Source: an optimization exercise on an open RTL-to-GDS flow (aim: a short achievable clock period and few clock cycles per item). Production flows keep margins and buffers that such runs may drop.
Only simulation tests tie the RTL to the original design; equivalence was not proved.
No activity file was given, so power comes from the tool's default toggle rates.

==> trial 94 <==
// RiscV_Main
module RiscV_Main (
  input         clock,
  input         reset,
  output [19:0] imem_addr,
  input  [31:0] imem_data,
  output [7:0]  dmem_addr,
  output        dmem_re,
  input  [31:0] dmem_rdata,
  output        dmem_we,
  output [31:0] dmem_wdata,
  output        ret_valid,
  output [31:0] ret_pc,
  output        ret_we,
  output [4:0]  ret_rd,
  output [31:0] ret_wdata
);
clock: 12.0 ns
lec_check: 0
cap_margin: 20
cell_pad_in_sites_detail_placement: 1
core_margin: 2
core_utilization: 35
gpl_routability_driven: 1
place_density: 0.5
setup_slack_margin: 5
slew_margin: 20
tns_end_percent: 100
standard.sh (not shown) runs the stock make flow with config.mk's settings and CLKGATE_MAP_FILE= SYNTH_SCRIPT=/design/flow/synth_recipe.tcl, a recipe that flattens the netlist after the stock synthesis.
==> flow/flow/run.sh <==
#!/bin/bash
set -o pipefail
export BUFFER_PORTS_ARGS="-buffer_cell sky130_fd_sc_hd__buf_6"
# clock tree: smaller sink clusters and no extra buffers along its wires, so
# that it has one level fewer (same settings for every register)
export CTS_ARGS="-sink_clustering_enable -repair_clock_nets -sink_clustering_size 25 -sink_clustering_max_diameter 100 -distance_between_buffers 1000 -branching_point_buffers_distance 1000"
sed -E "s/SETUP_SLACK_MARGIN=[-0-9.]+/SETUP_SLACK_MARGIN=8.2/" standard.sh > standard_a.sh
sed -E "s/SETUP_SLACK_MARGIN=[-0-9.]+/SETUP_SLACK_MARGIN=7.5/" standard.sh > standard_b.sh
bash standard_a.sh synth floorplan place cts > standard_a.log 2>&1 || exit 1
bash standard_b.sh > standard_b.log 2>&1
==> inputs of trial 96, as changes to trial 94 <==
--- a/flow/design.v
+++ b/flow/design.v
@@ -16,17 +16,16 @@
 );
   reg [31:0] pc_fn;              
   wire [31:0] pc_f = ~pc_fn;
   reg        rst_q;              
   reg        d_v;
   reg [31:0] d_ir, d_pc;
   reg [31:0] d_pc4;
-  reg [11:0] d_lo;               
-  reg        d_c, d_nc;
-  reg        d_pJAL, d_pBR, d_pJR, d_pstat;    
+  reg [11:0] d_loB, d_loJ;
+  reg        d_cB, d_cJ, d_ncB, d_ncJ;
   reg [19:0] d_hip, d_him;       
   reg [31:0] d_rf1, d_rf2;
   reg        l_v;
   reg [4:0]  l_rd;
   reg [31:0] l_val;
   reg        d_hit, d_ftk;       
   reg [1:0]  d_ctr;              
@@ -98,15 +97,14 @@
   wire [11:0] f_immB = {imem_data[7], imem_data[30:25], imem_data[11:8], 1'b0};
   wire [11:0] f_immJ = {imem_data[20], imem_data[30:21], 1'b0};
   wire [12:0] f_loB  = {1'b0, pc_f[11:0]} + {1'b0, f_immB};
   wire [12:0] f_loJ  = {1'b0, pc_f[11:0]} + {1'b0, f_immJ};
   wire        f_sB   = imem_data[31];                        
   wire [8:0]  f_hJ   = {imem_data[31], imem_data[19:12]};    
   wire        f_ncB  = f_loB[12] == f_sB;
-  wire        f_jal  = imem_data[6:0] == 7'h6f;
   wire        f_ncJ  = f_loJ[12] ? (f_hJ == 9'h1ff) : (f_hJ == 9'h000);
   wire [31:0] f_rf1 = rf[imem_data[19:15]];
   wire [31:0] f_rf2 = rf[imem_data[24:20]];
   wire [6:0] d_op  = d_ir[6:0];
   wire [4:0] d_rd  = d_ir[11:7];
   wire [4:0] d_rs1 = d_ir[19:15];
   wire [4:0] d_rs2 = d_ir[24:20];
@@ -132,23 +130,25 @@
   wire [31:0] d_r1 = d_w1 ? w_res : d_l1 ? l_val : d_rf1;
   wire [31:0] d_r2 = d_w2 ? w_res : d_l2 ? l_val : d_rf2;
   wire d_x1 = x_v & x_we & (x_rd == d_rs1);
   wire d_x2 = x_v & x_we & (x_rd == d_rs2);
   wire d_mem   = d_isLD | d_isST;
   wire stall_d = d_v & d_mem & d_x1;
   wire [9:0] d_agu = d_r1[9:0] + (d_isST ? d_immS[9:0] : d_immI[9:0]);
-  wire [1:0] d_cnt = d_hit ? d_ctr : {d_pstat, ~d_pstat};
+  wire d_stat  = d_ir[31] | (d_f3 == 3'b001);    
+  wire [1:0] d_cnt = d_hit ? d_ctr : {d_stat, ~d_stat};
   wire d_bpred = d_cnt[1];
-  wire d_take  = d_pJAL | (d_pBR & d_bpred);
-  wire [19:0] d_hiB  = d_c ? (d_ir[31] ? d_pc[31:12] : d_hip) : (d_ir[31] ? d_him : d_pc[31:12]);
-  wire [19:0] d_hiJ  = d_pc[31:12] + {{11{d_ir[31]}}, d_ir[19:12]} + {19'd0, d_c};
-  wire [31:0] d_tgtB = {d_hiB, d_lo};
-  wire [31:0] d_tgt  = {d_pJAL ? d_hiJ : d_hiB, d_lo};
-  wire        d_same = d_nc & (pc_f[11:0] == d_lo);
-  wire d_bad   = d_v & ~d_pJR & (d_ftk ? (~d_take | ~d_same) : d_take);
+  wire d_take  = d_isJAL | (d_isBR & d_bpred);
+  wire [19:0] d_hiB  = d_cB ? (d_ir[31] ? d_pc[31:12] : d_hip) : (d_ir[31] ? d_him : d_pc[31:12]);
+  wire [19:0] d_hiJ  = d_pc[31:12] + {{11{d_ir[31]}}, d_ir[19:12]} + {19'd0, d_cJ};
+  wire [31:0] d_tgtB = {d_hiB, d_loB};
+  wire [31:0] d_tgtJ = {d_hiJ, d_loJ};
+  wire [31:0] d_tgt  = d_isJAL ? d_tgtJ : d_tgtB;
+  wire        d_same = d_isJAL ? (d_ncJ & (pc_f[11:0] == d_loJ)) : (d_ncB & (pc_f[11:0] == d_loB));
+  wire d_bad   = d_v & ~d_isJR & (d_ftk ? (~d_take | ~d_same) : d_take);
   wire d_alloc = d_v & (d_isBR | d_isJAL) & ~d_hit;
   wire d_sh    = d_f3 == 3'b101;
   wire d_alu   = d_isR | d_isI;
   wire d_r30   = d_isR & d_f7;
   wire d_add   = d_alu & (d_f3 == 3'b000) & ~d_r30;
   wire d_sub   = d_alu & (d_f3 == 3'b000) & d_r30;
   wire d_sll   = d_alu & (d_f3 == 3'b001) & ~d_r30;
@@ -237,21 +237,20 @@
       l_v    <= w_v & w_we;
     end
   end
   always @(posedge clock) begin
     d_ir   <= imem_data;
     d_pc   <= pc_f;
     d_pc4  <= f_pc4;
-    d_lo   <= f_jal ? f_loJ[11:0] : f_loB[11:0];
-    d_c    <= f_jal ? f_loJ[12] : f_loB[12];
-    d_nc   <= f_jal ? f_ncJ : f_ncB;
-    d_pJAL <= f_jal;
-    d_pBR  <= imem_data[6:0] == 7'h63;
-    d_pJR  <= imem_data[6:0] == 7'h67;
-    d_pstat <= imem_data[31] | (imem_data[14:12] == 3'b001);    
+    d_loB  <= f_loB[11:0];
+    d_loJ  <= f_loJ[11:0];
+    d_cB   <= f_loB[12];
+    d_cJ   <= f_loJ[12];
+    d_ncB  <= f_ncB;
+    d_ncJ  <= f_ncJ;
     d_hip  <= pc_f[31:12] + 20'd1;
     d_him  <= pc_f[31:12] - 20'd1;
     d_rf1  <= rst_q ? 32'd0 : f_rf1;
     d_rf2  <= rst_q ? 32'd0 : f_rf2;
     l_rd   <= w_rd;
     l_val  <= w_res;
     d_hit  <= f_hit;
==> flow/flow/run.sh (replaced) <==
#!/bin/bash
set -o pipefail
export BUFFER_PORTS_ARGS="-buffer_cell sky130_fd_sc_hd__buf_6"
sed -E "s/SETUP_SLACK_MARGIN=[-0-9.]+/SETUP_SLACK_MARGIN=8.2/" standard.sh > standard_a.sh
sed -E "s/SETUP_SLACK_MARGIN=[-0-9.]+/SETUP_SLACK_MARGIN=7.5/" standard.sh > standard_b.sh
bash standard_a.sh synth floorplan place cts > standard_a.log 2>&1 || exit 1
bash standard_b.sh > standard_b.log 2>&1
==> results.txt <==
                                                                             trial 96          trial 94
Status                                                       timing/DRC/antenna clean  timing/DRC/antenna clean
Nonclk inv count                                                                  269               246
Register share of the cell area                                                 0.430             0.450
Average cell area after synthesis                                           9.17 um^2         9.26 um^2
Achievable clock frequency                                                    245 MHz           244 MHz
Detailed route wirelength on metal3                                           81.1 mm           81.9 mm
Detail-routed net length per standard cell                                    38.3 um           39.6 um
Power group with the largest share                                  the clock network  sequential cells
Pin count of the biggest net entering global routing                              226                94
Maximum VDD drop                                                            0.0939 mV          0.171 mV
Share of the clock period used by the worst path after layout                   0.339             0.342
Portion of synthesized cell area occupied by the leading cell type              0.321             0.320
Detail Route met2 WL                                                           249 mm            252 mm
Met3 Track Usage GR                                                             0.134             0.141
Area fraction in compound gates after synthesis                                 0.211             0.208
Util after Layout                                                               0.418             0.399
Core footprint                                                           306,000 um^2      306,000 um^2
Testbench counts of trial 94, summed over its fixed seeds: cycles 50,391, instrs 48,000.
Testbench counts of trial 96, summed over its fixed seeds: cycles 50,391, instrs 48,000.

static timing again, ports no longer ideal:
No port has a modelled driver above. Below, the same layouts with a new extraction and two added sets of constraints.
Step 1 assumes that a clkbuf_16 drives the clock port and a buf_2 every other input.
Step 2, shift: input delay + t, output delay - t, t = (earliest + latest rising clock arrival at the registers) / 2. This alone moves slack from input paths to output paths.
Three values: ideal ports, drivers, drivers and shift; two values: the first two.
run | shift t [ns] | slack for setup (ns) | worst hold slack (ns)
trial 94 | 1.008 | 7.897 / 7.882 / 6.875 | 0.333 / 0.333 / 0.333
trial 96 | 1.012 | 7.926 / 7.704 / 6.692 | 0.323 / 0.323 / 0.323
After both steps every run listed still meets setup and hold. For trial 96, which loses most, drivers alone change the setup slack by -0.222 ns; drivers and shift together by -1.234 ns.
